Source: an optimization exercise on an open RTL-to-GDS flow (aim: small area and a short achievable clock period). Production flows keep margins and buffers that such runs may drop.
Function was checked by simulation only, so behaviour that the tests miss may differ from the original.
Power and IR drop assume default switching activity.

**flow/design.v**
```verilog
`timescale 1ns / 1ps
module pcpu(
    input clock,
    input enable,
    input reset,
    input start,
    input [15:0] i_datain,
    input [15:0] d_datain,
    output [7:0] i_addr,
    output [7:0] d_addr,
    output d_we,
    output [15:0] d_dataout
    );
    reg cf_buf;
    reg [15:0] ALUo;
    reg state, next_state;
    reg [7:0] pc1;
    reg zf, nf, cf;
    reg dw;
    reg [15:0] id_ir, ex_ir, mem_ir, wb_ir;
    reg [15:0] reg_A, reg_B, reg_C, reg_C1, smdr, smdr1;
    reg [15:0] gr[0:7];
    wire [7:0] pc;
    wire branch_flag;
    integer i;
    always @(posedge clock)
        begin
            if (reset)
                state <= 1'b0;
            else
                state <= next_state;
        end
    always @(*)
        begin
            case (state)
                1'b0 :
                    if ((enable == 1'b1)
                            && (start == 1'b1))
                        next_state <= 1'b1;
                    else
                        next_state <= 1'b0;
                1'b1 :
                    if ((enable == 1'b0)
                            || (wb_ir[15:11] == 5'b0_0001))
                        next_state <= 1'b0;
                    else
                        next_state <= 1'b1;
            endcase
        end
    always @(posedge clock or posedge reset)
        begin
            if (reset)
                begin
                    id_ir <= {5'b0_0000, 11'b000_0000_0000};
                    pc1 <= 8'b0000_0000;
                end
            else if (state ==1'b1)
                begin
                    id_ir <= i_datain;
                    pc1 <= pc1 + 1'b1;
                    if(branch_flag)
                        pc1 <= reg_C[7:0];
                    else
                        pc1 <= pc + 1'b1;
                end
        end
    always @(posedge clock or posedge reset)
        begin
            if (reset)
                begin
                    ex_ir <= {5'b0_0000, 11'b000_0000_0000};
                    reg_A <= 16'b0000_0000_0000_0000;
                    reg_B <= 16'b0000_0000_0000_0000;
                    smdr <= 16'b0000_0000_0000_0000;
                end
            else if (state == 1'b1)
                begin
                    ex_ir <= id_ir;
                    if (id_ir[15:11] == 5'b0_0011)
                        smdr <= gr[id_ir[10:8]];
                    else
                        smdr <= smdr;
                    if (id_ir[15:11] == 5'b1_1000)
                        reg_A <= 16'b0000_0000_0000_0000;
                    else if (I_R1_TYPE(id_ir[15:11]))
                        reg_A <= gr[id_ir[10:8]];
                    else if (I_R2_TYPE(id_ir[15:11]))
                        reg_A <= gr[id_ir[6:4]];
                    else
                        reg_A <= reg_A;
                    if (I_V3_TYPE(id_ir[15:11]))
                        reg_B <= {12'b0000_0000_0000, id_ir[3:0]};
                    else if (I_ZEROV2V3_TYPE(id_ir[15:11]))
                        reg_B <= {8'b0000_0000, id_ir[7:0]};
                    else if (I_V2V3ZERO_TYPE(id_ir[15:11]))
                        reg_B <= {id_ir[7:0], 8'b0000_0000};
                    else if (I_R3_TYPE(id_ir[15:11]))
                        reg_B <= gr[id_ir[2:0]];
                    else
                        reg_B <= reg_B;
                end
        end
    always @(posedge clock or posedge reset)
        begin
            if (reset)
                begin
                    mem_ir <= {5'b0_0000, 11'b000_0000_0000};
                    reg_C <= 16'b0000_0000_0000_0000;
                    smdr1 <= 16'b0000_0000_0000_0000;
                    dw <= 1'b0;
                    zf <= 1'b0;
                    nf <= 1'b0;
                    cf <= 1'b0;
                end
            else if (state == 1'b1)
                begin
                    reg_C <= ALUo;
                    mem_ir <= ex_ir;
                    if ((ex_ir[15:11] == 5'b1_0000)
                            || (ex_ir[15:11] == 5'b1_0011)
                            || (ex_ir[15:11] == 5'b0_1000)
                            || (ex_ir[15:11] == 5'b0_1001)
                            || (ex_ir[15:11] == 5'b1_0001)
                            || (ex_ir[15:11] == 5'b0_1010)
                            || (ex_ir[15:11] == 5'b0_1011)
                            || (ex_ir[15:11] == 5'b1_0010)
                            || (ex_ir[15:11] == 5'b0_1100)
                            || (ex_ir[15:11] == 5'b0_1101)
                            || (ex_ir[15:11] == 5'b0_1110)
                            || (ex_ir[15:11] == 5'b0_1111)
                            || (ex_ir[15:11] == 5'b0_0100)
                            || (ex_ir[15:11] == 5'b0_0110)
                            || (ex_ir[15:11] == 5'b0_0101)
                            || (ex_ir[15:11] == 5'b0_0111))
                        begin
                            cf <= cf_buf;
                            if (ALUo == 16'b0000_0000_0000_0000)
                                zf <= 1'b1;
                            else
                                zf <= 1'b0;
                            if (ALUo[15] == 1'b1)
                                nf <= 1'b1;
                            else
                                nf <= 1'b0;
                        end
                    else
                        begin
                            zf <= zf;
                            nf <= nf;
                            cf <= cf;
                        end
                    if (ex_ir[15:11] == 5'b0_0011)
                        begin
                            dw <= 1'b1;
                            smdr1 <= smdr;
                        end
                    else
                        begin
                            dw <= 1'b0;
                            smdr1 <= smdr1;
                        end
                end
        end
    always @(*)
        begin
            if (ex_ir[15:11] == 5'b0_1101)
                begin
                    cf_buf <= 1'b0;
                    ALUo <= reg_A & reg_B;
                end
            else if (ex_ir[15:11] == 5'b0_1110)
                begin
                    cf_buf <= 1'b0;
                    ALUo <= reg_A | reg_B;
                end
            else if (ex_ir[15:11] == 5'b0_1111)
                begin
                    cf_buf <= 1'b0;
                    ALUo <= reg_A ^ reg_B;
                end
            else if (ex_ir[15:11] == 5'b0_0100)
                {cf_buf, ALUo[15:0]} <= {cf, reg_A[15:0]} << reg_B[3:0];
            else if (ex_ir[15:11] == 5'b0_0110)
                {ALUo[15:0], cf_buf} <= {reg_A[15:0], cf} >> reg_B[3:0];
            else if (ex_ir[15:11] == 5'b0_0101)
                {cf_buf, ALUo[15:0]} <= {cf, reg_A[15:0]} <<< reg_B[3:0];
            else if (ex_ir[15:11] == 5'b0_0111)
                {ALUo[15:0], cf_buf} <= {reg_A[15:0], cf} >>> reg_B[3:0];
            else if ((ex_ir[15:11] == 5'b0_1010)
                    || (ex_ir[15:11] == 5'b0_1011)
                    || (ex_ir[15:11] == 5'b0_1100)
                    || (ex_ir[15:11] == 5'b1_0011))
                {cf_buf, ALUo} <= reg_A - reg_B;
            else if (ex_ir[15:11] == 5'b1_0010)
                {cf_buf, ALUo} <= reg_A - reg_B - cf;
            else if (ex_ir[15:11] == 5'b1_0001)
                {cf_buf, ALUo} <= reg_A + reg_B + cf;
            else
                {cf_buf, ALUo} <= reg_A + reg_B;
        end
    assign pc=pc1;
    assign i_addr=pc1;
    assign d_addr = reg_C[7:0];
    assign d_we = dw;
    assign d_dataout = smdr1;
    assign branch_flag = ((mem_ir[15:11] == 5'b1_1000)
                        || (mem_ir[15:11] == 5'b1_1001)
                        || ((mem_ir[15:11] == 5'b1_1010) && (zf == 1'b1))
                        || ((mem_ir[15:11] == 5'b1_1011) && (zf == 1'b0))
                        || ((mem_ir[15:11] == 5'b1_1100) && (nf == 1'b1))
                        || ((mem_ir[15:11] == 5'b1_1101) && (nf == 1'b0))
                        || ((mem_ir[15:11] == 5'b1_1110) && (cf == 1'b1))
                        || ((mem_ir[15:11] == 5'b1_1111) && (cf == 1'b0)));
    always @(posedge clock or posedge reset)
		begin	        
            if (reset)
                begin
                    wb_ir <= {5'b0_0000, 11'b000_0000_0000};
                    reg_C1 <= 16'b0000_0000_0000_0000;
                end
            else if (state == 1'b1)
                begin
                    wb_ir <= mem_ir;
                    if (mem_ir[15:11] == 5'b0_0010)
                        reg_C1 <= d_datain;
                    else
                        reg_C1 <= reg_C;
                end
        end
    always @(posedge clock or posedge reset)
        begin
            if (reset)
                begin
                    for (i = 0; i < 8; i = i + 1)
                        gr[i] <= 16'b0000_0000_0000_0000;
                end
            else if (state == 1'b1)
                begin
                    if (I_REG_TYPE(wb_ir[15:11]))
                        gr[wb_ir[10:8]] <= reg_C1;
                end
        end
        function I_REG_TYPE;
            input [4:0] op1;
            begin
                I_REG_TYPE = ((op1 == 5'b0_0010)
                        || (op1 == 5'b1_0000)
                        || (op1 == 5'b0_1000)
                        || (op1 == 5'b0_1001)
                        || (op1 == 5'b1_0001)
                        || (op1 == 5'b1_0011)
                        || (op1 == 5'b0_1010)
                        || (op1 == 5'b0_1011)
                        || (op1 == 5'b1_0010)
                        || (op1 == 5'b0_1101)
                        || (op1 == 5'b0_1110)
                        || (op1 == 5'b0_1111)
                        || (op1 == 5'b0_0100)
                        || (op1 == 5'b0_0110)
                        || (op1 == 5'b0_0101)
                        || (op1 == 5'b0_0111));
            end
        endfunction
        function I_R1_TYPE;
            input [4:0] op1;
            begin
                I_R1_TYPE = ((op1 == 5'b1_0000)
                        || (op1 == 5'b1_0011)
                        || (op1 == 5'b0_1001)
                        || (op1 == 5'b0_1011)
                        || (op1 == 5'b1_1001)
                        || (op1 == 5'b1_1010)
                        || (op1 == 5'b1_1011)
                        || (op1 == 5'b1_1100)
                        || (op1 == 5'b1_1101)
                        || (op1 == 5'b1_1110)
                        || (op1 == 5'b1_1111));
            end
        endfunction
        function I_R2_TYPE;
            input [4:0] op1;
            begin
                I_R2_TYPE = ((op1 == 5'b0_0010)
                        || (op1 == 5'b0_0011)
                        || (op1 == 5'b0_1000)
                        || (op1 == 5'b1_0001)
                        || (op1 == 5'b0_1010)
                        || (op1 == 5'b1_0010)
                        || (op1 == 5'b0_1100)
                        || (op1 == 5'b0_1101)
                        || (op1 == 5'b0_1110)
                        || (op1 == 5'b0_1111)
                        || (op1 == 5'b0_0100)
                        || (op1 == 5'b0_0110)
                        || (op1 == 5'b0_0101)
                        || (op1 == 5'b0_0111));
            end
        endfunction
        function I_R3_TYPE;
            input [4:0] op1;
            begin
                I_R3_TYPE = ((op1 == 5'b0_1000)
                        || (op1 == 5'b1_0001)
                        || (op1 == 5'b0_1010)
                        || (op1 == 5'b1_0010)
                        || (op1 == 5'b0_1100)
                        || (op1 == 5'b0_1101)
                        || (op1 == 5'b0_1110)
                        || (op1 == 5'b0_1111));
            end
        endfunction
        function I_V3_TYPE;
            input [4:0] op1;
            begin
                I_V3_TYPE = ((op1 == 5'b0_0010)
                        || (op1 == 5'b0_0011)
                        || (op1 == 5'b0_0100)
                        || (op1 == 5'b0_0110)
                        || (op1 == 5'b0_0101)
                        || (op1 == 5'b0_0111));
            end
        endfunction
        function I_ZEROV2V3_TYPE;
            input [4:0] op1;
            begin
                I_ZEROV2V3_TYPE = ((op1 == 5'b0_1001)
                        || (op1 == 5'b0_1011)
                        || (op1 == 5'b1_1000)
                        || (op1 == 5'b1_1001)
                        || (op1 == 5'b1_1010)
                        || (op1 == 5'b1_1011)
                        || (op1 == 5'b1_1100)
                        || (op1 == 5'b1_1101)
                        || (op1 == 5'b1_1110)
                        || (op1 == 5'b1_1111));
            end
        endfunction
        function I_V2V3ZERO_TYPE;
            input [4:0] op1;
            begin
                I_V2V3ZERO_TYPE = ((op1 == 5'b1_0000)
                        || (op1 == 5'b1_0011));
            end
        endfunction
endmodule
```
**flow/run.sh**
```bash
#!/bin/bash
# synth_recipe.tcl (not shown) runs the flow's synth.tcl, then flattens the netlist and writes it again
# the make line also repeats each setting of config.mk as NAME=value (left out here)
make -C /OpenROAD-flow-scripts/flow DESIGN_CONFIG=/design/flow/config.mk WORK_HOME=/design/flow/orfs CLKGATE_MAP_FILE= SYNTH_SCRIPT=/design/flow/synth_recipe.tcl finish
```
**flow/config.mk**
```make
export PLATFORM = sky130hd
export DESIGN_NAME = pcpu
export DESIGN_NICKNAME = pcpu
export VERILOG_FILES = /design/flow/design.v
export SDC_FILE = /design/flow/constraint.sdc
export NUM_CORES = 4
export LEC_CHECK = 0
export CAP_MARGIN = 20
export CORE_MARGIN = 2
export CORE_UTILIZATION = 40
export SLEW_MARGIN = 20
```
**flow/constraint.sdc**
```tcl
create_clock -name core_clock -period 5.0 [get_ports {clock}]
set_input_delay 1.0000 -clock core_clock [delete_from_list [all_inputs] [get_ports {clock}]]
set_output_delay 1.0000 -clock core_clock [all_outputs]
set_load 0.01 [all_outputs]
```
==> run notes <==
[cell families (layout without fill, tap and decap cells)]
kind of cell | count (synthesis) | in the layout | synth area share
muxes | 325 | 325 | 0.212
and+or+nand+nor | 591 | 591 | 0.141
DFF | 277 | 277 | 0.344
AOI/OAI and AO/OA | 613 | 613 | 0.198
xor gates and xnor gates | 33 | 33 | 0.0144
adders and majority gates | 60 | 60 | 0.0381
buffers and inverters | 259 | 281 | 0.0519
[power groups by stage]
stage	clock network, uW	logic [uW]	registers [uW]
floorplan	0	6240	3670
global placement	0	8610	4170
detailed placement	0	8640	4220
CTS	2880	8700	4180
global route	2970	9550	4320
finish	2830	8910	4210
[sequential cells by signal, indices dropped and copies added, names as in the netlist]
name and count:
mem_ir 8, reg_C 16, wb_ir 8, state 1
nf 1, smdr1 16, gr 128, reg_C1 16
id_ir 16, pc1 8, reg_B 16, dw 1
cf 1, smdr 16, ex_ir 8, zf 1
reg_A 16
[per-stage QoR]
stage	util	cells	TNS [ps]	cell area, um^2
2_1_floorplan	-	2158	-556	20100
3_3_place_gp	0.431	2791	0	21500
3_5_place_dp	0.431	2791	0	21500
4_1_cts	0.456	2852	0	22800
5_1_grt	0.456	2852	0	22800
6_report	0.456	2852	0	22800
[worst max-delay path, stage by stage, from the launching register on]
cell and delay [ps]:
dfrtp_1 600, inv_1 100, ha_1 550, inv_1 160, or4_1 550, a311oi_1 410, nand3_1 310, nor4_1 430
mux2i_1 240, o211ai_1 230, a21oi_2 200, nand4_1 120, a2111oi_2 300, a32o_2 210
[routing by layer]
metal | up-vias | global-route usage
li1 | 7988 | -
met1 | 9077 | 0.378
met2 | 847 | 0.449
met3 | 207 | 0.0431
met4 | 2 | 0.124
met5 | - | 0
[final cells by class]
cell class	instances	area, um^2	share of cell area
Timing Repair Buffer	129	1150	0.0506
Tap cell	672	841	0.0370
Clock inverter	20	342	0.0150
Sequential cell	277	6940	0.305
Multi-Input combinational cell	1622	12200	0.536
Clock buffer	41	938	0.0412
Inverter	91	345	0.0152
[placed cells by master, fill, tap and decap left out, drive strengths merged, types with 16 or more instances in the layout]
cell / count
nand2: 164
nor3: 47
clkdlybuf4s50: 68
nor2b: 35
a22o: 34
mux2i: 78
a211oi: 25
buf: 61
nand3: 43
mux4: 63
mux2: 184
inv: 88
o21ai: 172
nor2: 172
o22ai: 31
a31oi: 22
xnor2: 19
nand2b: 16
clkbuf: 41
or3: 21
a22oi: 20
a21oi: 153
ha: 58
dfrtp: 276
a221oi: 32
[path summary, 6_finish.rpt]
check	slack (ps)	to	start	cells past startpoint
max in group asynchronous	3060	id_ir[4]	reset	4
worst min register to register	490	smdr[1]	smdr[1]	2
min in group asynchronous	1040	pc1[0]	reset	3
worst min-delay path	490	smdr[1]	smdr[1]	2
worst max-delay path	540	zf	reg_A[2]	13
worst max register to register	540	zf	reg_A[2]	13
==> impl_results.md <==
* Final Hold Viols at 0
* Hold_buf cts at 0
* RSZ-0062 raised after global routing: no
* Net Sw Power at 7580 uW
* CTS Buffer Depth at 3
* Crit path time final at 4460 ps
* Post-synthesis sequential element count at 277
* Synth unique cells at 90
* Share of the synthesized area in the top cell type at 0.343
* Area leader, netlist: dfrtp_1
* Sw Share at 0.475
* Fraction of the yosys area taken by sequential cells at 0.344
* Syn-to-layout area delta at 13.1%
* Largest net degree at the start of global routing at 153
* Worst Hold Class: reg -> reg
* Gpl congestion at 1.04
* Final worst path period share at 0.893
* Starting DRT DRC Count at 2241
* Setup violators final at 0
* Row cnt at 82
* Worst-Margin Slew at 1120 ps
* Global-route wire length before repair at 113000 um
* Pleak at 0.00935 uW
* M1 wire length at 31200 um
* Layout cells sized above 1 at 0.188
* CTS tree: yes
* Main synth FF type: dfrtp_1
* Detailed-route via count at 18121
* Ant diodes at 0
* Pwr per Cell Area at 701 nW/um^2
* Final Slew Violations at 0
* Sink Count at 277
* Main area contributors after synthesis: dfrtp_1, mux2_2, mux4_2
* VDD IR max at 0.391 mV
* Slew headroom at 0.253
* Hold_ws at 487 ps
* Grt ovf at 0
* Register share of total power at 0.264
* Peak Freq at 224 MHz
* Clock Skew at 23.0 ps
* Fillcell total at 4877
* Chip height at 228 um
* Synth warn at 2
* Crit path kind: reg -> reg
* Number of iterations in the first detailed-routing pass at 5
* Core Area at 49900 um^2
* Post-synth net total at 2254
* Worst Setup Start Kind: flip-flop
* Worst endpoint required time at 5480 ps
* Final Total Pwr at 16000 uW
* Worst-path maximum fanout at 13
* Vias in the first global route at 17259
* Critical path endpoint category: flip-flop
* Post-Synthesis Cells at 2158
* Clock Power Share at 0.178
* Max Cap Viol at 0
* I/O Buffers at 68
* Clk slew on worst S/H paths at 60 ps
* Combinational power share at 0.559
* Final setup margin at 537 ps
* Mapped Area at 20100 um^2
* Post-DP HPWL at 53800 um
* Root Buffer Master: clkbuf_16
* Nets at 2251
* Top layer in use: met5
* Vias per inst at 6.35
* Met3 wire len at 5230 um
* GRT Util Overall at 0.281
* Post-Route WL at 74500 um
* Post-CTS setup buffer count at 0
* Most frequent cell after synthesis: dfrtp_1
* PostCTS Resize Cnt at 0
* Asr flop ratio synth at 0.996
* # DRC at 0
* DIE AREA at 52100 um^2
* Synthesized area per cell at 9.32 um^2
* Internal power at 8380 uW
* Initial core utilization at 0.404
* Status: no timing/DRC/antenna violations
* Met2 wire length at 34400 um
* Post-synth EDFFs at 0
* Worst-skew pair later-pin latency at 550 ps
* Initial antenna violation count at 1
* Top Ports at 69
* Critical Path AT at 4940 ps
* CTS Buf Count at 34
* Die extent in x at 228 um
* Antenna viol nets, final at 0
* Commonest cells post-synth: dfrtp_1, mux2_2, nor2_1, o21ai_0, nand2_1
* H-tree Lvls at 2
* Wire per inst at 26.1 um
* DP Worst Slack at 691 ps

port drivers added, routing unchanged:
No port has a modelled driver above. Below, the same layout with a new extraction and two added sets of constraints. Step 1, drivers: a clkbuf_16 drives clock and a buf_2 each remaining input, both assumed. Step 2 adds t to the input delays and takes it off the output delays; t is the mean of the earliest and latest rising clock arrival at the registers after step 1. Input paths then give back, and output paths get back, about the clock's delay inside the block. Three values: ideal, step 1, step 2; two values: the first two.
t, ns: 0.597
setup slack, ns: 0.537 / 0.537 / 0.537
pins driven straight from the clock port: 1
After both steps setup and hold are still met in this run. The setup slack of this run moves by 0.000 ns with the drivers and by 0.000 ns with both steps.
